Context: an optimization exercise on an open-source flow, tuned for small area, a short achievable clock period and few clock cycles. The choices shown serve that exercise and are no tape-out recipe. In this exercise RTL edits were held to simulation tests only and were not proved equivalent to the original. Power figures rest on the tool's default switching activity, not on a simulated workload.

== east ==
==> flow/design.v <==
module JAM (
input CLK,
input RST,
output reg [2:0] W,
output reg [2:0] J,
input [6:0] Cost,
output reg [3:0] MatchCount,
output reg [9:0] MinCost,
output reg Valid );
localparam PRE = 2'd0, SRCH = 2'd2;
reg [1:0]  ph;
reg        qc;           
reg [2:0]  kd, jd;
reg        sk;           
reg [7:0]  Ud;           
reg [10:0] thr;          
reg [6:0]  rn;           
reg [6:0]  cf;           
reg        rowa, fina;   
reg [2:0]  Ws, Js;
reg [7:0]  Us;
reg [10:0] Xs;
reg        ss;           
reg        se;           
reg [9:0]  Tn;           
reg        found;
reg [2:0]  js [0:6];     
reg [10:0] X  [1:6];     
reg [2:0]  ord [0:7];    
reg [6:0]  r  [0:7];
reg [6:0]  c  [0:7];     
function [10:0] kadd;
    input [10:0] a, b;
    input        ci;
    reg   [10:0] g, p, gg, pp, cy;
    integer i, d;
    begin
        g = a & b;
        p = a ^ b;
        gg = g;
        pp = p;
        gg[0] = g[0] | (p[0] & ci);
        for (d = 1; d < 11; d = d * 2)
            for (i = 10; i >= d; i = i - 1) begin
                gg[i] = gg[i] | (pp[i] & gg[i-d]);
                pp[i] = pp[i] & pp[i-d];
            end
        cy = {gg[9:0], ci};
        kadd = p ^ cy;
    end
endfunction
function gt7;
    input [6:0] a, b;
    reg   [6:0] g, e;
    reg         g10, e10, g32, e32, g54, e54, g30, e30, g64;
    begin
        g = a & ~b;
        e = ~(a ^ b);
        g10 = g[1] | (e[1] & g[0]);  e10 = e[1] & e[0];
        g32 = g[3] | (e[3] & g[2]);  e32 = e[3] & e[2];
        g54 = g[5] | (e[5] & g[4]);  e54 = e[5] & e[4];
        g30 = g32 | (e32 & g10);
        g64 = g[6] | (e[6] & g54);   e30 = e32 & e10;
        gt7 = g64 | (e[6] & e54 & g30);
    end
endfunction
function [2:0] pe;        
    input [7:0] m;
    begin
        casez (m)
        8'b???????1: pe = 3'd0;
        8'b??????10: pe = 3'd1;
        8'b?????100: pe = 3'd2;
        8'b????1000: pe = 3'd3;
        8'b???10000: pe = 3'd4;
        8'b??100000: pe = 3'd5;
        8'b?1000000: pe = 3'd6;
        default:     pe = 3'd7;
        endcase
    end
endfunction
wire        hi   = |thr[10:7];
wire        le   = hi | ~gt7(Cost, thr[6:0]);
wire        lt   = hi | gt7(thr[6:0], Cost);
reg         dp, dl;      
wire        desc = dp & le;
wire        hit  = dl & le;
wire        impr = hit & lt;
wire [7:0]  Uc   = Ud | (8'd1 << jd);
wire [2:0]  fc   = pe(~Uc);
wire [2:0]  sf   = pe(~(Uc | (8'd1 << fc)));
wire [2:0]  kc   = kd + 3'd1;
wire [2:0]  oc   = ord[kc];
wire [2:0]  os   = (ph == PRE) ? Ws : ord[Ws];
wire [6:0]  r0   = r[ord[0]];
always @(*) begin
    if (desc) begin
        W = oc; J = fc;
    end else begin
        W = os; J = Js;
    end
end
function [10:0] add4c;          
    input [10:0] a, b, d;
    input [6:0]  k;
    input        c0;
    reg   [10:0] nk, s1, c1, s2, c2;
    begin
        nk = ~{4'd0, k};
        s1 = a ^ b ^ d;
        c1 = {((a & b) | (a & d) | (b & d)), c0};
        s2 = s1 ^ c1 ^ nk;
        c2 = (s1 & c1) | (s1 & nk) | (c1 & nk);
        add4c = kadd(s2, {c2[9:0], 1'b0}, 1'b1);
    end
endfunction
wire [10:0] thrc = add4c(thr, {4'd0, rn}, {4'd0, cf}, Cost, 1'b0);    
wire [10:0] Xc   = add4c(thr, {4'd0, rn}, {1'b1, Tn}, Cost, kd != 3'd7);
wire [7:0]  sibm = ~Us & (8'hFE << Js);
wire        hs   = |sibm;
wire [2:0]  ka   = Ws - 3'd1;
wire [2:0]  ja   = js[ka];
wire [7:0]  Ua   = Us & ~(8'd1 << ja);
wire [7:0]  pma  = ~Ua & (8'hFE << ja);
wire        ha   = (Ws != 3'd0) & |pma;
wire [2:0]  kb   = Ws - 3'd2;
wire [2:0]  kx   = ha ? ka : kb;
wire [10:0] Xk   = (kx == 3'd0) ? {4'd0, r0} : X[kx];
wire [2:0]  jb   = js[kb];
wire [7:0]  Ub   = Ua & ~(8'd1 << jb);
wire [7:0]  pmb  = ~Ub & (8'hFE << jb);
wire        hb   = (Ws[2:1] != 2'd0) & |pmb;
reg [2:0]  nW, nJ;
reg [7:0]  nU;
reg [10:0] nX;
reg        nss, nse;
always @(*) begin
    nss = 1'b0; nse = 1'b0;
    nW = Ws; nJ = pe(sibm); nU = Us; nX = Xs;
    if (!hs) begin
        if (ha) begin
            nW = ka; nJ = pe(pma); nU = Ua; nX = Xk;
        end else begin
            nW = kb; nJ = hb ? pe(pmb) : jb; nU = Ub; nX = Xk;
            if (!hb) begin
                if (Ws[2:1] == 2'd0 || Ws == 3'd2) nse = 1'b1;
                else nss = 1'b1;
            end
        end
    end
end
wire [6:0]  cjs  = c[Js];
wire [10:0] Tx   = {1'b0, ~Tn};
wire [10:0] ts1  = Tx ^ Xs ^ {4'd0, cjs};
wire [10:0] tc1  = (Tx & Xs) | (Tx & {4'd0, cjs}) | (Xs & {4'd0, cjs});
wire [10:0] thrs = kadd(ts1, {tc1[9:0], 1'b0}, 1'b0);
wire [2:0]  fs   = pe(~(Us | (8'd1 << Js)));
wire [2:0]  rnx  = ord[desc ? kd + 3'd2 : Ws + 3'd1];
wire [6:0]  rnn  = (desc && kd == 3'd6) ? 7'd0 : r[rnx];
wire [6:0]  cfn  = c[desc ? sf : fs];
wire [6:0]  q     = {qc, Ws, Js};
wire        tlt   = Tn[6:0] < thr[6:0];
wire        teq   = Tn[6:0] == thr[6:0];
wire [6:0]  rowv  = (Js == 3'd2) ? Tn[6:0] : (tlt ? Tn[6:0] : thr[6:0]);
wire        rowe  = (Js == 3'd1) & (q >= 7'd9) & ~qc | (q == 7'd65);           
wire [6:0]  val   = Xs[6:0] - r[7];                        
wire        row0  = (q >= 7'd10) & (q <= 7'd17);
wire [6:0]  cmin  = row0 ? val : ((val < c[0]) ? val : c[0]);
wire        colp  = (q >= 7'd10);
wire [9:0]  madd  = (ph == SRCH) ? ~Tn : (rowa ? {3'd0, r[7]} : {3'd0, c[7]});
integer i;
wire [9:0]  sm    = {cf[2:0], rn};
wire        dup   = cf[3];
reg  [4:0]  sky [0:7];
always @(*) begin
    for (i = 0; i < 6; i = i + 1) sky[i] = {Ud[i], X[i+1][10:7]};
    sky[6] = {Ud[6], Xs[10:7]};
    sky[7] = {Ud[7], thr[10:7]};
end
wire [9:0]  rsum  = sm + {3'd0, Tn[6:0]};
wire [3:0]  sprd  = rsum[9:6] - rowv[6:3];               
wire        srt   = (q >= 7'd66) & (q <= 7'd73);         
wire        dupv  = (Js == 3'd2) ? 1'b0 : (tlt ? 1'b0 : (teq | dup));
always @(posedge CLK or posedge RST) begin
    if (RST) begin
        dp <= 1'b0;
        dl <= 1'b0;
        ph <= PRE;
        qc <= 1'b0;
        sk <= 1'b1;
        Ws <= 3'd0;
        Js <= 3'd0;
        Valid <= 1'b0;
    end else if (!Valid) begin
        case (ph)
        PRE: begin
            sk <= 1'b0;
            dp <= 1'b0;
            dl <= 1'b0;
            {qc, Ws, Js} <= {qc, Ws, Js} + 7'd1;
            if (q == 7'd74) begin
                ph <= SRCH;
                sk <= 1'b1;
                Ws <= 3'd0;
                Js <= 3'd0;
            end
        end
        default: begin
            dp <= 1'b0;
            dl <= 1'b0;
            if (desc) begin
                sk <= 1'b0;
                dp <= (kc != 3'd7);
                dl <= (kc == 3'd7);
                if (kd != 3'd6) begin
                    Ws <= kc; Js <= sf;
                end
            end else if (impr) begin
                sk <= 1'b1;
            end else if (se) begin
                if (found | hit) Valid <= 1'b1;
                else begin
                    sk <= 1'b1;
                    Ws <= 3'd0;
                    Js <= 3'd0;
                end
            end else begin
                sk <= ss;
                dp <= ~ss & (Ws != 3'd7);
                dl <= ~ss & (Ws == 3'd7);
                Ws <= nW; Js <= nJ;
            end
        end
        endcase
    end
end
reg [4:0] skn [0:7];
always @(posedge CLK) begin
    if (ph == PRE) begin
        thr[6:0] <= rowv;
        {cf[2:0], rn} <= (Js == 3'd2) ? {3'd0, Tn[6:0]} : rsum;
        cf[3] <= dupv;
    end else if (desc) begin
        kd <= kc; jd <= fc;
        thr[6:0] <= thrc[6:0]; rn <= rnn; cf <= cfn;
    end else begin
        kd <= Ws; jd <= Js;
        thr[6:0] <= thrs[6:0]; rn <= rnn; cf <= cfn;
    end
end
always @(posedge CLK) begin
    if (!Valid) begin
        case (ph)
        PRE: begin
            found <= 1'b0;
            if (!sk && q != 7'd74) begin
                Tn[6:0] <= Cost;
                for (i = 1; i < 6; i = i + 1) X[i][6:0] <= X[i+1][6:0];
                X[6][6:0] <= Tn[6:0];
                Us[6:0] <= X[1][6:0];
                Xs[6:0] <= Us[6:0];
                for (i = 0; i < 7; i = i + 1) c[i] <= c[i+1];
                c[7] <= colp ? cmin : c[0];
                if (rowe) begin
                    for (i = 0; i < 7; i = i + 1) begin
                        r[i] <= r[i+1];
                        skn[i] = sky[i+1];
                        ord[i] <= ord[i+1];
                    end
                    r[7] <= rowv;
                    skn[7] = {~dupv, sprd};
                    ord[7] <= Ws - 3'd1;
                end else begin
                    for (i = 0; i < 8; i = i + 1) skn[i] = sky[i];
                end
                if (srt) begin
                    for (i = 0; i < 7; i = i + 1)
                        if ((i % 2) == q[0] && sky[i] < sky[i+1]) begin
                            skn[i] = sky[i+1]; skn[i+1] = sky[i];
                            ord[i] <= ord[i+1]; ord[i+1] <= ord[i];
                        end
                end
                if (rowe || srt) begin
                    for (i = 0; i < 6; i = i + 1) begin
                        Ud[i] <= skn[i][4];
                        X[i+1][10:7] <= skn[i][3:0];
                    end
                    Ud[6] <= skn[6][4];
                    Xs[10:7] <= skn[6][3:0];
                    Ud[7] <= skn[7][4];
                    thr[10:7] <= skn[7][3:0];
                end
            end
            rowa <= (Js == 3'd1) & (q >= 7'd9) & (q <= 7'd65);
            fina <= (q >= 7'd66);
            if (rowa || fina)
                MinCost <= ((q == 7'd10) ? 10'd0 : MinCost) + madd;
            if (q == 7'd74) begin
                Tn <= ~10'd15;
                Us <= 8'd0;
                Xs <= {4'd0, r0};
                ss <= 1'b0;
                se <= 1'b0;
            end
        end
        default: begin
            if (hit) begin
                found <= 1'b1;
                MatchCount <= (lt | ~found) ? 4'd1 : MatchCount + 4'd1;
                if (lt) Tn <= Xc[9:0];
            end
            if (desc) begin
                Ud <= Uc; thr[10:7] <= thrc[10:7];
                js[kd] <= jd;
                if (kd != 3'd6) X[kc] <= Xc;
                if (kd != 3'd6) begin
                    Us <= Uc; Xs <= Xc; ss <= 1'b0; se <= 1'b0;
                end
            end else if (impr) begin
            end else if (se) begin
                if (!(found | hit)) begin
                    Tn <= {Tn[8:0], 1'b0};
                    Us <= 8'd0;
                    Xs <= {4'd0, r0};
                    ss <= 1'b0;
                    se <= 1'b0;
                end else begin
                    MinCost <= MinCost + madd;
                end
            end else begin
                Ud <= Us; thr[10:7] <= thrs[10:7];
                Us <= nU; Xs <= nX; ss <= nss; se <= nse;
            end
        end
        endcase
    end
end
endmodule
export LEC_CHECK = 0
export ABC_AREA = 1
export CAP_MARGIN = 20
export CORE_MARGIN = 2
export CORE_UTILIZATION = 60
export SETUP_SLACK_MARGIN = 2.0
export SLEW_MARGIN = 20
create_clock -name core_clock -period 6.0 [get_ports {CLK}]
run.sh (not shown) runs the stock make flow with config.mk's settings and CLKGATE_MAP_FILE= SYNTH_SCRIPT=/design/flow/synth_recipe.tcl, a recipe that flattens the netlist after the stock synthesis.
Testbench counts of east, summed over its fixed seeds: cycles 5,693.
## Diff of input files: middle against east
diff --git a/flow/design.v b/flow/design.v
--- a/flow/design.v
+++ b/flow/design.v
@@ -115,8 +115,10 @@
     end
 endfunction
 wire [10:0] thrc = add4c(thr, {4'd0, rn}, {4'd0, cf}, Cost, 1'b0);    
 wire [10:0] Xc   = add4c(thr, {4'd0, rn}, {1'b1, Tn}, Cost, kd != 3'd7);
+wire [6:0]  rc2  = (kd == 3'd6) ? 7'd0 : r[ord[kd + 3'd2]];
+wire [6:0]  cc2  = c[sf];
 wire [7:0]  sibm = ~Us & (8'hFE << Js);
 wire        hs   = |sibm;
 wire [2:0]  ka   = Ws - 3'd1;
 wire [2:0]  ja   = js[ka];
@@ -154,11 +156,10 @@
 wire [10:0] ts1  = Tx ^ Xs ^ {4'd0, cjs};
 wire [10:0] tc1  = (Tx & Xs) | (Tx & {4'd0, cjs}) | (Xs & {4'd0, cjs});
 wire [10:0] thrs = kadd(ts1, {tc1[9:0], 1'b0}, 1'b0);
 wire [2:0]  fs   = pe(~(Us | (8'd1 << Js)));
-wire [2:0]  rnx  = ord[desc ? kd + 3'd2 : Ws + 3'd1];
-wire [6:0]  rnn  = (desc && kd == 3'd6) ? 7'd0 : r[rnx];
-wire [6:0]  cfn  = c[desc ? sf : fs];
+wire [6:0]  rs1  = r[ord[Ws + 3'd1]];
+wire [6:0]  cs1  = c[fs];
 wire [6:0]  q     = {qc, Ws, Js};
 wire        tlt   = Tn[6:0] < thr[6:0];
 wire        teq   = Tn[6:0] == thr[6:0];
 wire [6:0]  rowv  = (Js == 3'd2) ? Tn[6:0] : (tlt ? Tn[6:0] : thr[6:0]);
@@ -241,12 +242,12 @@
         {cf[2:0], rn} <= (Js == 3'd2) ? {3'd0, Tn[6:0]} : rsum;
         cf[3] <= dupv;
     end else if (desc) begin
         kd <= kc; jd <= fc;
-        thr[6:0] <= thrc[6:0]; rn <= rnn; cf <= cfn;
+        thr[6:0] <= thrc[6:0]; rn <= rc2; cf <= cc2;
     end else begin
         kd <= Ws; jd <= Js;
-        thr[6:0] <= thrs[6:0]; rn <= rnn; cf <= cfn;
+        thr[6:0] <= thrs[6:0]; rn <= rs1; cf <= cs1;
     end
 end
 always @(posedge CLK) begin
     if (!Valid) begin
[summary]
Relative to east, the power dissipated by switching net loads measured on middle has increased by more than 100%.
Compared with east, in middle post-synthesis adder-cell area fraction fell 0.30 points, total global routing track utilization rose 2.6 points, critical path depth rose 7, total negative slack for setup checks about even.
Summary of middle over east: sequential cell count +5; gate count of the mapped netlist +101; register area +1.5%.
Synthesized area: middle vs east up 810 µm²
Going from east to middle, worst setup slack dropped 49 ps, number of antenna violations at the first check in global routing dropped 1, slack of the worst reg-to-reg path dropped 40 ps.
middle vs east — total via count after detailed routing climbed by a few percent
Between east and middle, the flow reports number of clock buffers in the layout increasing slightly.
Testbench counts of middle, summed over its fixed seeds: cycles 5,693.

[afterwards: timing with drivers on the ports]
Ports are ideal in the flow. The routed layouts listed here were re-timed in OpenROAD.
Step 1: set_driving_cell puts a clkbuf_16 on CLK and a buf_2 on each other input, an assumption about the parent block.
Step 2 moves the port delays by t, midway between the first and last clock arrival at a register: inputs arrive t later, outputs are due t later. That takes back most of the time a late clock gives input paths.
Three values: ideal ports, drivers, drivers and shift; two values: the first two.
run | t (ns) | slack for setup (ns) | worst setup path at the end | worst data-port slew with drivers (ns) | pins driven straight from the clock port
east | 0.629 | 1.949 / 1.890 / 1.544 | input to register | 0.06 | 1
middle | 0.657 | 1.900 / 1.838 / 1.449 | input to register | 0.06 | 1
After both steps setup and hold are still met in every run listed. The setup slack of middle, which loses most, moves by -0.062 ns with the drivers and by -0.451 ns with both steps.
